This is an optimization exercise on Yosys and OpenROAD, whose aim is small area, a short achievable clock period and few clock cycles per item, not a production implementation.
The RTL was checked by simulation tests, not by an equivalence proof against the original design.
Power is estimated from default activity; no workload was simulated.

run A:
## div_avalon
module div_avalon
	#(
		parameter W     = 32,
				  CBIT  = 6
	 )
	(
		input wire clk, reset,
		input wire [2:0] div_address,
		input wire div_chipselect,
		input wire div_write,
		input wire [W-1:0] div_writedata,
		output wire [W-1:0] div_readdata,
		output wire div_irq,
		output wire div_rdy
	);
Size in the first run: about 950 cells after synthesis, about 73 I/O pins, ~10,000 um2 of cells after synthesis.
clock: 5.0 ns
lec_check: 0
cap_margin: 20
core_margin: 2
core_utilization: 60
cts_buf_list: sky130_fd_sc_hd__clkbuf_4 sky130_fd_sc_hd__clkbuf_8
place_density: 0.45
setup_slack_margin: 2.1
slew_margin: 20
standard.sh (not shown) runs the stock make flow with config.mk's settings and CLKGATE_MAP_FILE= SYNTH_SCRIPT=/design/flow/synth_recipe.tcl, a recipe that flattens the netlist after the stock synthesis.
==> flow/flow/run.sh <==
#!/bin/bash
# Standard layout, with the port buffers made from buf_2 cells instead of
# the slow delay-buffer cells buffer_ports picks on its own.
set -euo pipefail
export BUFFER_PORTS_ARGS="-buffer_cell sky130_fd_sc_hd__buf_2"
bash standard.sh > standard.log 2>&1
Testbench counts of run A, summed over its fixed seeds: cycles 24,255, items 2,048.
Input-level comparison between run B and run A:
- changing SETUP_SLACK_MARGIN from 2.1 to 2.0
- removing PLACE_DENSITY (formerly 0.45)
### Flow results
Run B vs. run A: reg-to-reg setup timing slack went down by 0.09 ns.
Run B ended with less global routing met1 resource utilization than run A.
Maximum fanout along the worst path down 8 in run B wrt run A
Cmp run B and run A / transition time at the pin with the least slew margin / lower: run A
For the fraction of the core area covered by cells at the end of the flow, run B came in 0.86 points higher than run A did.
A end point of the critical path of div_readdata[21] is what run A shows, while div_readdata[1] belongs to run B.
Cell type of the slowest stage on the worst timing path: sky130_fd_sc_hd__buf_6 -> run B, sky130_fd_sc_hd__nor3_4 -> run A
Diff run A -> run B: relative contribution of combinational cells to total power decreased 1.4 points, final hold slack dropped 0.012 ns, met2 track demand over resource in global routing -1.6 points.
### run B -> run C
- SETUP_SLACK_MARGIN: 2.0 -> 2.5
Findings:
Run comparison: run B cell at the slowest stage of the critical path sky130_fd_sc_hd__buf_6; run C cell at the slowest stage of the critical path sky130_fd_sc_hd__or4b_1. Run C vs. run B: maximum VDD drop fell by 2.4%; synthesized area per cell stayed essentially flat. Compared with run B, run C shows a overall fraction of global-route tracks in use that is 2.9 points higher. met2 layer wire length in the routed design ended up 2400 um higher on run C than on run B. Delta (run C minus run B): depth of the most critical reg-to-reg path moved up; post-detailed-routing wire length now sits higher; met3 track utilization from global routing rose by 1.4 points; synthesis-to-finish area growth increased by 18 points relative to the old numbers.
Setup changes, run C to run D
- changing SETUP_SLACK_MARGIN from 2.5 to 1.9
Results
Utilization after layout: run D < run C
Per the comparison of run D with run C, met3 track demand over resource in global routing down 1.0 points, final clock period utilization by the worst path down 0.21 points, vias after detailed routing down about 11%, sequential cell count flat, final critical delay including setup and external delays down 0.010 ns.
When run D is set beside run C, its total power turns out to be about 11% smaller.
On run D: global-route usage over all layers is 2.7 points lower than what run C gave.
For run C, the standard cell with the maximum stage delay on the critical path was sky130_fd_sc_hd__or4b_1, unlike run D, where it was sky130_fd_sc_hd__nor3_4.
Run D vs. run C: multi-input gate share of total cell area down 0.87 points; minimum setup slack in the final design rose 0.010 ns.

---

Setup of run a:
div_avalon, a different RTL version from the one above (not shown whole).
For scale: roughly 900 cells after synthesis, about 180 flip-flops, roughly 73 I/O pins.
// div_avalon
module div_avalon
	#(
		parameter W     = 32,
				  CBIT  = 6
	 )
	(
		input wire clk, reset,
		input wire [2:0] div_address,
		input wire div_chipselect,
		input wire div_write,
		input wire [W-1:0] div_writedata,
		output wire [W-1:0] div_readdata,
		output wire div_irq,
		output wire div_rdy
	);
==> flow/config.mk <==
export PLATFORM = sky130hd
export DESIGN_NAME = div_avalon
export DESIGN_NICKNAME = div_avalon
export VERILOG_FILES = /design/flow/design.v
export SDC_FILE = /design/flow/constraint.sdc
export NUM_CORES = 4
export LEC_CHECK = 0
export CAP_MARGIN = 20
export CORE_MARGIN = 2
export CORE_UTILIZATION = 60
export CTS_BUF_LIST = sky130_fd_sc_hd__clkbuf_4 sky130_fd_sc_hd__clkbuf_8
export SETUP_SLACK_MARGIN = 2.2
export SLEW_MARGIN = 20
==> flow/constraint.sdc <==
create_clock -name core_clock -period 5.0 [get_ports {clk}]
set_input_delay 1.0000 -clock core_clock [delete_from_list [all_inputs] [get_ports {clk}]]
set_output_delay 1.0000 -clock core_clock [all_outputs]
set_load 0.01 [all_outputs]
Scripts as last shown in full above: flow/flow/run.sh
Run a | status: complete | timing, DRC, antenna: pass
Testbench counts of run a, summed over its fixed seeds: cycles 24,255, items 2,048.
### run a -> run b
- swapping 2.2 for 1.6 in SETUP_SLACK_MARGIN
Results
Across both runs, finished layout cell area was lower for run b than for run a. Of run a and run b, the run reporting the lower global-route total usage across every layer was run b. When run b is measured against run a, its total power turns out about 1.8% higher. Non-clock buffer count ends up lower on run b. Against run a, via count of the first global-routing pass in run b fell by a few percent. Between run a and run b, the smallest hold slack figures differ only marginally. Run b: global-route track usage on met1 lower than run a. Run b — final worst setup slack 200 ps lower, run a as reference.

---

div_avalon with an RTL version that a note above also has.
Size: about 950 cells after synthesis, ~180 flip-flops, roughly 73 I/O pins, roughly 10,000 sq um of cells after synthesis.
clock: 5.0 ns
lec_check: 0
cap_margin: 20
core_margin: 2
core_utilization: 65
cts_buf_list: sky130_fd_sc_hd__clkbuf_4 sky130_fd_sc_hd__clkbuf_8
setup_slack_margin: 2.1
slew_margin: 20
Scripts as last shown in full above: flow/flow/run.sh
Testbench counts at the start, summed over its fixed seeds: cycles 24,255, items 2,048.
Then changed:
--- a/flow/config.mk
+++ b/flow/config.mk
@@ -9,5 +9,5 @@
 export CORE_MARGIN = 2
-export CORE_UTILIZATION = 65
+export CORE_UTILIZATION = 60
 export CTS_BUF_LIST = sky130_fd_sc_hd__clkbuf_4 sky130_fd_sc_hd__clkbuf_8
-export SETUP_SLACK_MARGIN = 2.1
+export SETUP_SLACK_MARGIN = 2.2
 export SLEW_MARGIN = 20
Effect: Synthesized area is unchanged; fmax rose by 0.35%; power is higher by 1.6%; count of clock-buffer cells in the layout shrinks by 1; core utilization falls by 4.0 points; design area rises by about 3%; sequential power barely changes.
Then changed:
--- a/flow/config.mk
+++ b/flow/config.mk
@@ -11,3 +11,3 @@
 export CTS_BUF_LIST = sky130_fd_sc_hd__clkbuf_4 sky130_fd_sc_hd__clkbuf_8
-export SETUP_SLACK_MARGIN = 2.2
+export SETUP_SLACK_MARGIN = 2.1
 export SLEW_MARGIN = 20
Result: The changed run completed with no timing, DRC or antenna violations; first-iteration DRC count shrinks by 17%; global-route usage fell by 1.0 points; routed wire length decreases by 3.3%; hold slack is worse by 0.0046 ns; clock-buffer cell count climbs by 1; final cell count is lower by 0.87%; setup slack gains 0.050 ns; cell area drops by 2.8%.
Then changed:
--- a/flow/config.mk
+++ b/flow/config.mk
@@ -11,3 +11,3 @@
 export CTS_BUF_LIST = sky130_fd_sc_hd__clkbuf_4 sky130_fd_sc_hd__clkbuf_8
-export SETUP_SLACK_MARGIN = 2.1
+export SETUP_SLACK_MARGIN = 2.3
 export SLEW_MARGIN = 20
Outcome: Power increases by a few percent; utilization came out higher by 4.2 points; wire length increases by a few percent; area after synthesis stays the same; via count grows by a few percent; global-route usage increases by 1.5 points; hold slack improves by 0.011 ns; sequential share of layout area drops by 2.4 points; cell area went up by a few percent; non-clock buffer count goes up by 38.
Then changed:
--- a/flow/config.mk
+++ b/flow/config.mk
@@ -11,3 +11,4 @@
 export CTS_BUF_LIST = sky130_fd_sc_hd__clkbuf_4 sky130_fd_sc_hd__clkbuf_8
-export SETUP_SLACK_MARGIN = 2.3
+export PLACE_DENSITY = 0.75
+export SETUP_SLACK_MARGIN = 2.1
 export SLEW_MARGIN = 20
Hold slack barely changes.
Global-route usage fell by 2.9 points.
Sequential share of layout area rose by 1.7 points.
Worst setup slack gains 0.032 ns.
Power fell by a few percent.
First-iteration DRC count is about the same.
Routed wire length fell by a few percent.
Combinational power fell by roughly a tenth.
Register-to-register slack gains 0.07 ns.
Final area fell by a few percent.

[afterwards: timing with drivers on the ports]
In the flow no input, the clock included, has a driving cell. The finished layouts below were timed again as built, in two steps.
Step 1 (the two cells are an assumption about what drives the block):
set clk [get_ports {clk}]
set_driving_cell -lib_cell sky130_fd_sc_hd__clkbuf_16 $clk
set_driving_cell -lib_cell sky130_fd_sc_hd__buf_2 [delete_from_list [all_inputs] $clk]
Step 2 adds t to the input delays and takes it off the output delays; t is the mean of the earliest and latest rising clock arrival at the registers after step 1. Input paths then give back, and output paths get back, about the clock's delay inside the block.
Slacks: no drivers / after step 1 / after step 2; pairs: no drivers / after step 1.
| run | t, ns | setup WS [ns] | worst setup path at the end | slew at the worst register clock pin (ns) | cell pins on the clock port's net |
|---|---|---|---|---|---|
| run A of note 1 | 0.500 | 2.096 / 2.042 / 1.810 | input to register | 0.10 / 0.10 | 1 |
| run B of note 1 | 0.513 | 2.005 / 1.971 / 1.745 | input to register | 0.11 / 0.11 | 1 |
| run C of note 1 | 0.514 | 1.933 / 1.933 / 1.740 | input to register | 0.10 / 0.10 | 1 |
| run D of note 1 | 0.504 | 1.944 / 1.885 / 1.860 | input to register | 0.10 / 0.10 | 1 |
| run a of note 2 | 0.510 | 1.926 / 1.926 / 1.786 | input to register | 0.10 / 0.10 | 1 |
| run b of note 2 | 0.508 | 1.722 / 1.722 / 1.711 | input to register | 0.10 / 0.10 | 1 |
| the first run of note 3 | 0.510 | 2.035 / 1.989 / 1.700 | input to register | 0.11 / 0.11 | 1 |
| the second run of note 3 | 0.502 | 2.046 / 1.998 / 1.841 | input to register | 0.11 / 0.11 | 1 |
| the third run of note 3 | 0.500 | 2.096 / 2.042 / 1.810 | input to register | 0.10 / 0.10 | 1 |
| the fourth run of note 3 | 0.489 | 2.028 / 1.975 / 1.930 | input to register | 0.10 / 0.10 | 1 |
| the fifth run of note 3 | 0.508 | 2.061 / 1.985 / 1.926 | input to register | 0.09 / 0.09 | 1 |
After both steps setup and hold are still met in every run listed. For the first run of note 3, which loses most, drivers alone change the setup slack by -0.046 ns; drivers and shift together by -0.335 ns.
